Background: an optimization exercise with open tools, aiming at small area and a short achievable clock period. Do not read the settings as production practice. At most, simulation tests tie the RTL to the original design; equivalence was not proved.

==> job 8195: inputs <==
## MINGA_TOP
module MINGA_TOP(
	input 			sys_clk		,
	input 			rst_n 		,
	input [31:0] 	e 			,
	input 			e_valid		,
	input 			e_query		,
	output reg 		out_valid	,
	output reg[31:0]out_id 		,
	output reg[15:0]out_count
    );
clock: 5.5 ns
lec_check: 0
abc_clock_period_in_ps: 2800
cap_margin: 20
core_margin: 2
core_utilization: 52
cts_cluster_diameter: 70
cts_cluster_size: 28
place_density: 0.64
setup_slack_margin: 2.7
slew_margin: 20
tns_end_percent: 100
run.sh (not shown) runs the stock make flow with config.mk's settings and CLKGATE_MAP_FILE= SYNTH_SCRIPT=/design/flow/synth_recipe.tcl, a recipe that flattens the netlist after the stock synthesis.
==> inputs of job 6934, as changes to job 8195 <==
--- a/flow/design.v
+++ b/flow/design.v
@@ -16,26 +16,25 @@
 	wire [4:0] hash5 = {
 			^(e & 32'h5170e371) ^ 1'b0,
 			^(e & 32'hc73899ba) ^ 1'b0,
 			^(e & 32'h8c1c24df) ^ 1'b1,
 			^(e & 32'h460e926f) ^ 1'b0,
 			^(e & 32'hcc87a1b5) ^ 1'b1
 		};
-	reg        v0, ins0, byp1 ;
+	reg        v0, ins0 ;
 	reg [4:0]  idx0 ;
 	reg [31:0] e0 ;
 	reg [LENGTH-1:0] oh0 ;	 
 	wire [4:0] idx_in = e_query ? e[4:0] : hash5 ;
 	always @(posedge sys_clk or negedge rst_n)
 		if (~rst_n) v0 <= 1'b0;
 		else        v0 <= e_valid;
 	always @(posedge sys_clk) begin
 		ins0 <= ~e_query;
 		idx0 <= idx_in;
-		byp1 <= v0 & (idx0 == idx_in);	 
 		oh0  <= 32'd1 << idx_in;
 		e0   <= e;
 	end
 	reg [15:0] tc ;
 	always @(posedge sys_clk or negedge rst_n)
 		if (~rst_n) tc <= 16'h0000;
 		else        tc <= tc + 16'd1;
@@ -77,55 +76,55 @@
 		};
 	wire [33:0] rnd3 = {2'b00, r0} + {1'b0, r0, 1'b0} ;
 	reg        v1, ins1, tch1 ;
 	reg [4:0]  idx1 ;
 	reg [31:0] e1, r1 ;
 	reg [33:0] r3 ;
 	reg [15:0] cnt_x ;
-	reg [7:0]  d1, d2, d3 ;	 
 	reg  [15:0] rd_cnt ;
 	reg         rd_tch ;
 	always @(*) begin
 		rd_cnt = 16'd0;
 		rd_tch = 1'b0;
 		for (j = 0; j < LENGTH; j = j + 1) begin
 			rd_cnt = rd_cnt | (counter_array[j] & {16{oh0[j] & cnt_valid[j]}});
 			rd_tch = rd_tch | (oh0[j] & cnt_valid[j]);
 		end
 	end
+	wire        byp1 = v1 & (idx1 == idx0) ;
 	wire [15:0] inc_rd = rd_cnt + {15'd0, ins0} ;
 	wire [15:0] inc_x  = cnt_x  + {15'd0, ins0} ;
-	wire [15:0] cnt_n  = byp1 ? inc_x : inc_rd ;
 	always @(posedge sys_clk or negedge rst_n)
 		if (~rst_n) v1 <= 1'b0;
 		else        v1 <= v0;
 	always @(posedge sys_clk) begin
 		ins1  <= v0 & ins0;
 		idx1  <= idx0;
 		e1    <= e0;
 		r1    <= r0;
 		r3    <= rnd3;
-		cnt_x <= cnt_n;
-		for (j = 0; j < 8; j = j + 1) begin
-			d1[j] <= ~cnt_n[2*j+1] &  cnt_n[2*j];
-			d2[j] <=  cnt_n[2*j+1] & ~cnt_n[2*j];
-			d3[j] <=  cnt_n[2*j+1] &  cnt_n[2*j];
-		end
+		cnt_x <= byp1 ? inc_x : inc_rd;
 		tch1  <= (byp1 ? tch1 : rd_tch) | ins0;
 	end
 	always @(posedge sys_clk)
 		for (j = 0; j < LENGTH; j = j + 1)
 			if (ins1 && idx1 == j) counter_array[j] <= cnt_x;
 	always @(posedge sys_clk or negedge rst_n)
 		if (~rst_n) cnt_valid <= {LENGTH{1'b0}};
 		else for (j = 0; j < LENGTH; j = j + 1)
 			if (ins1 && idx1 == j) cnt_valid[j] <= 1'b1;
 	wire [15:0] c = cnt_x ;
 	wire        c16 = (cnt_x == 16'd0) ;
+	wire [7:0] d1, d2, d3 ;
 	genvar g ;
+	generate for (g = 0; g < 8; g = g + 1) begin : dig
+		assign d1[g] = ~c[2*g+1] &  c[2*g];
+		assign d2[g] =  c[2*g+1] & ~c[2*g];
+		assign d3[g] =  c[2*g+1] &  c[2*g];
+	end endgenerate
 	wire d0_1 = d1[0], d0_2 = d2[0], d0_3 = d3[0];
 	wire d1_1 = d1[1], d1_2 = d2[1], d1_3 = d3[1];
 	wire d2_1 = d1[2], d2_2 = d2[2], d2_3 = d3[2];
 	wire d3_1 = d1[3], d3_2 = d2[3], d3_3 = d3[3];
 	wire d4_1 = d1[4], d4_2 = d2[4], d4_3 = d3[4];
 	wire d5_1 = d1[5], d5_2 = d2[5], d5_3 = d3[5];
 	wire d6_1 = d1[6], d6_2 = d2[6], d6_3 = d3[6];
@@ -895,36 +894,37 @@
 	wire cg4_1 = cg3_3 | (cp3_3 & cg3_2);
 	wire cp4_1 = cp3_3 & cp3_2;
 	wire cg5_0 = cg4_1 | (cp4_1 & cg4_0);
 	wire cp5_0 = cp4_1 & cp4_0;
 	wire csa_cout = cg5_0;
 	wire csa_k = ~q_ppn_0_32 | ~q_ppn_1_32 | ~q_ppn_2_32 | ~q_ppn_3_32 | ~q_ppn_4_32 | ~q_ppn_5_32 | ~q_ppn_6_32 | ~q_ppn_7_32 | ~q_n74 | ~q_n76 | ~q_n166 | ~q_n168 | ~n220 | ~n276;
 	reg        v3, tch3, rep3 ;
-	reg [LENGTH-1:0] oh3 ;	 
+	reg [4:0]  idx3 ;
 	reg [31:0] e3 ;
 	reg [15:0] cnt3 ;
 	always @(posedge sys_clk or negedge rst_n)
 		if (~rst_n) v3 <= 1'b0;
 		else        v3 <= v2;
 	always @(posedge sys_clk) begin
 		rep3 <= ins2 & ~big2 & ~csa_k & ~csa_cout;
 		tch3 <= tch2;
-		oh3  <= 32'd1 << idx2;
+		idx3 <= idx2;
 		e3   <= e2;
 		cnt3 <= cnt2;
 	end
+	wire [LENGTH-1:0] oh3 = 32'd1 << idx3 ;
 	reg [31:0] rd_id ;
 	always @(*) begin
 		rd_id = 32'd0;
 		for (j = 0; j < LENGTH; j = j + 1)
 			rd_id = rd_id | (ID_array[j] & {32{oh3[j]}});
 	end
 	always @(posedge sys_clk)
 		for (j = 0; j < LENGTH; j = j + 1)
-			if (rep3 && oh3[j]) ID_array[j] <= e3;
+			if (rep3 && idx3 == j) ID_array[j] <= e3;
 	always @(posedge sys_clk or negedge rst_n)
 		if (~rst_n) out_valid <= 1'b0;
 		else        out_valid <= v3;
 	always @(posedge sys_clk) begin
 		out_count <= cnt3;
 		out_id    <= rep3 ? e3 : (rd_id & {32{tch3}});
 	end
- CORE_UTILIZATION: 52 -> 60
- PLACE_DENSITY: 0.64 -> 0.72
- SETUP_SLACK_MARGIN: 2.7 -> 2.85
==> inputs of job 7034, as changes to job 8195 <==
--- a/flow/design.v
+++ b/flow/design.v
@@ -895,36 +895,37 @@
 	wire cg4_1 = cg3_3 | (cp3_3 & cg3_2);
 	wire cp4_1 = cp3_3 & cp3_2;
 	wire cg5_0 = cg4_1 | (cp4_1 & cg4_0);
 	wire cp5_0 = cp4_1 & cp4_0;
 	wire csa_cout = cg5_0;
 	wire csa_k = ~q_ppn_0_32 | ~q_ppn_1_32 | ~q_ppn_2_32 | ~q_ppn_3_32 | ~q_ppn_4_32 | ~q_ppn_5_32 | ~q_ppn_6_32 | ~q_ppn_7_32 | ~q_n74 | ~q_n76 | ~q_n166 | ~q_n168 | ~n220 | ~n276;
 	reg        v3, tch3, rep3 ;
-	reg [LENGTH-1:0] oh3 ;	 
+	reg [4:0]  idx3 ;
 	reg [31:0] e3 ;
 	reg [15:0] cnt3 ;
 	always @(posedge sys_clk or negedge rst_n)
 		if (~rst_n) v3 <= 1'b0;
 		else        v3 <= v2;
 	always @(posedge sys_clk) begin
 		rep3 <= ins2 & ~big2 & ~csa_k & ~csa_cout;
 		tch3 <= tch2;
-		oh3  <= 32'd1 << idx2;
+		idx3 <= idx2;
 		e3   <= e2;
 		cnt3 <= cnt2;
 	end
+	wire [LENGTH-1:0] oh3 = 32'd1 << idx3 ;
 	reg [31:0] rd_id ;
 	always @(*) begin
 		rd_id = 32'd0;
 		for (j = 0; j < LENGTH; j = j + 1)
 			rd_id = rd_id | (ID_array[j] & {32{oh3[j]}});
 	end
 	always @(posedge sys_clk)
 		for (j = 0; j < LENGTH; j = j + 1)
-			if (rep3 && oh3[j]) ID_array[j] <= e3;
+			if (rep3 && idx3 == j) ID_array[j] <= e3;
 	always @(posedge sys_clk or negedge rst_n)
 		if (~rst_n) out_valid <= 1'b0;
 		else        out_valid <= v3;
 	always @(posedge sys_clk) begin
 		out_count <= cnt3;
 		out_id    <= rep3 ? e3 : (rd_id & {32{tch3}});
 	end
- CORE_UTILIZATION: 52 -> 58
- PLACE_DENSITY: 0.64 -> 0.66
- SETUP_SLACK_MARGIN: 2.7 -> 2.55
==> out/metrics.yaml <==
routed_met2_length_um: 113100
slew_headroom_pct: 21.57
syn_area_mm2: 0.07993
post-route-worst-setup-slack_ns: 2.488
startpoint: "idx3[2]"
outcome: "complete, no violations"
top_post_synthesis_cells_by_area: "sky130_fd_sc_hd__edfxtp_1 58%, sky130_fd_sc_hd__dfxtp_1 13%, sky130_fd_sc_hd__fa_1 3.3%, sky130_fd_sc_hd__a22oi_1 2.9%, sky130_fd_sc_hd__a222oi_1 2.7%"
instances_no_fill: 7261
num_tap_cells: 1794
syn_to_final_growth_pct: 11.68
Source of the figures above: job 7034

==> out/metrics.yaml <==
startpoint: "cnt_valid[8]"
non_clock_inverter_count: 207
top_post_synthesis_cells_by_area: "sky130_fd_sc_hd__edfxtp_1 57%, sky130_fd_sc_hd__dfxtp_1 13%, sky130_fd_sc_hd__a22oi_1 5.0%, sky130_fd_sc_hd__fa_1 3.3%, sky130_fd_sc_hd__mux2_2 2.8%"
yosys.area.top_type: "sky130_fd_sc_hd__edfxtp_1"
routed_met2_length_um: 113800
slew_headroom_pct: 20.98
syn_to_final_growth_pct: 12.97
instances_no_fill: 7262
outcome: "complete, no violations"
Source of the figures above: job 6934

==> out/metrics.yaml <==
syn_area_mm2: 0.08045
multi_input_area_share_pct: 22.46
post-route-worst-setup-slack_ns: 2.460
startpoint: "cnt_valid[13]"
peakVddDrop_mv: 0.3560
top_post_synthesis_cells_by_area: "sky130_fd_sc_hd__edfxtp_1 57%, sky130_fd_sc_hd__dfxtp_1 14%, sky130_fd_sc_hd__a22oi_1 3.7%, sky130_fd_sc_hd__fa_1 3.3%, sky130_fd_sc_hd__nand3_1 2.7%"
power.total_mw: 40.99
detail_route.wirelength_um: 257100
outcome: "complete, no violations"
num_tap_cells: 2044
instances_no_fill: 7552
slew_headroom_pct: 20.06
intPower_mw: 27.42
timing.hold.ws_ns: 0.2846
Source of the figures above: job 8195

For job 8195 and job 7034, only the layout was checked, not whether the RTL still works.

[separate check: timing with driven ports]
In the flow no input, the clock included, has a driving cell. The finished layouts below were timed again as built, in two steps.
Step 1 sets driving cells, clkbuf_16 on the clock port and buf_2 on the other inputs (assumed; they add their load-dependent delay and slew).
Step 2 adds t to the input delays and takes it off the output delays; t is the mean of the earliest and latest rising clock arrival at the registers after step 1. Input paths then give back, and output paths get back, about the clock's delay inside the block.
Three values: ideal, step 1, step 2; two values: the first two.
run | t, ns | setup slack, ns | slew at the worst register clock pin (ns) | pins driven straight from the clock port
job 8195 | 0.867 | 2.460 / 2.460 / 1.928 | 0.11 / 0.11 | 1
job 6934 | 0.847 | 2.517 / 2.517 / 2.033 | 0.11 / 0.11 | 1
job 7034 | 0.867 | 2.488 / 2.488 / 1.789 | 0.11 / 0.11 | 1
After both steps every run listed still meets setup and hold. For job 7034, which loses most, drivers alone change the setup slack by 0.000 ns; drivers and shift together by -0.699 ns.
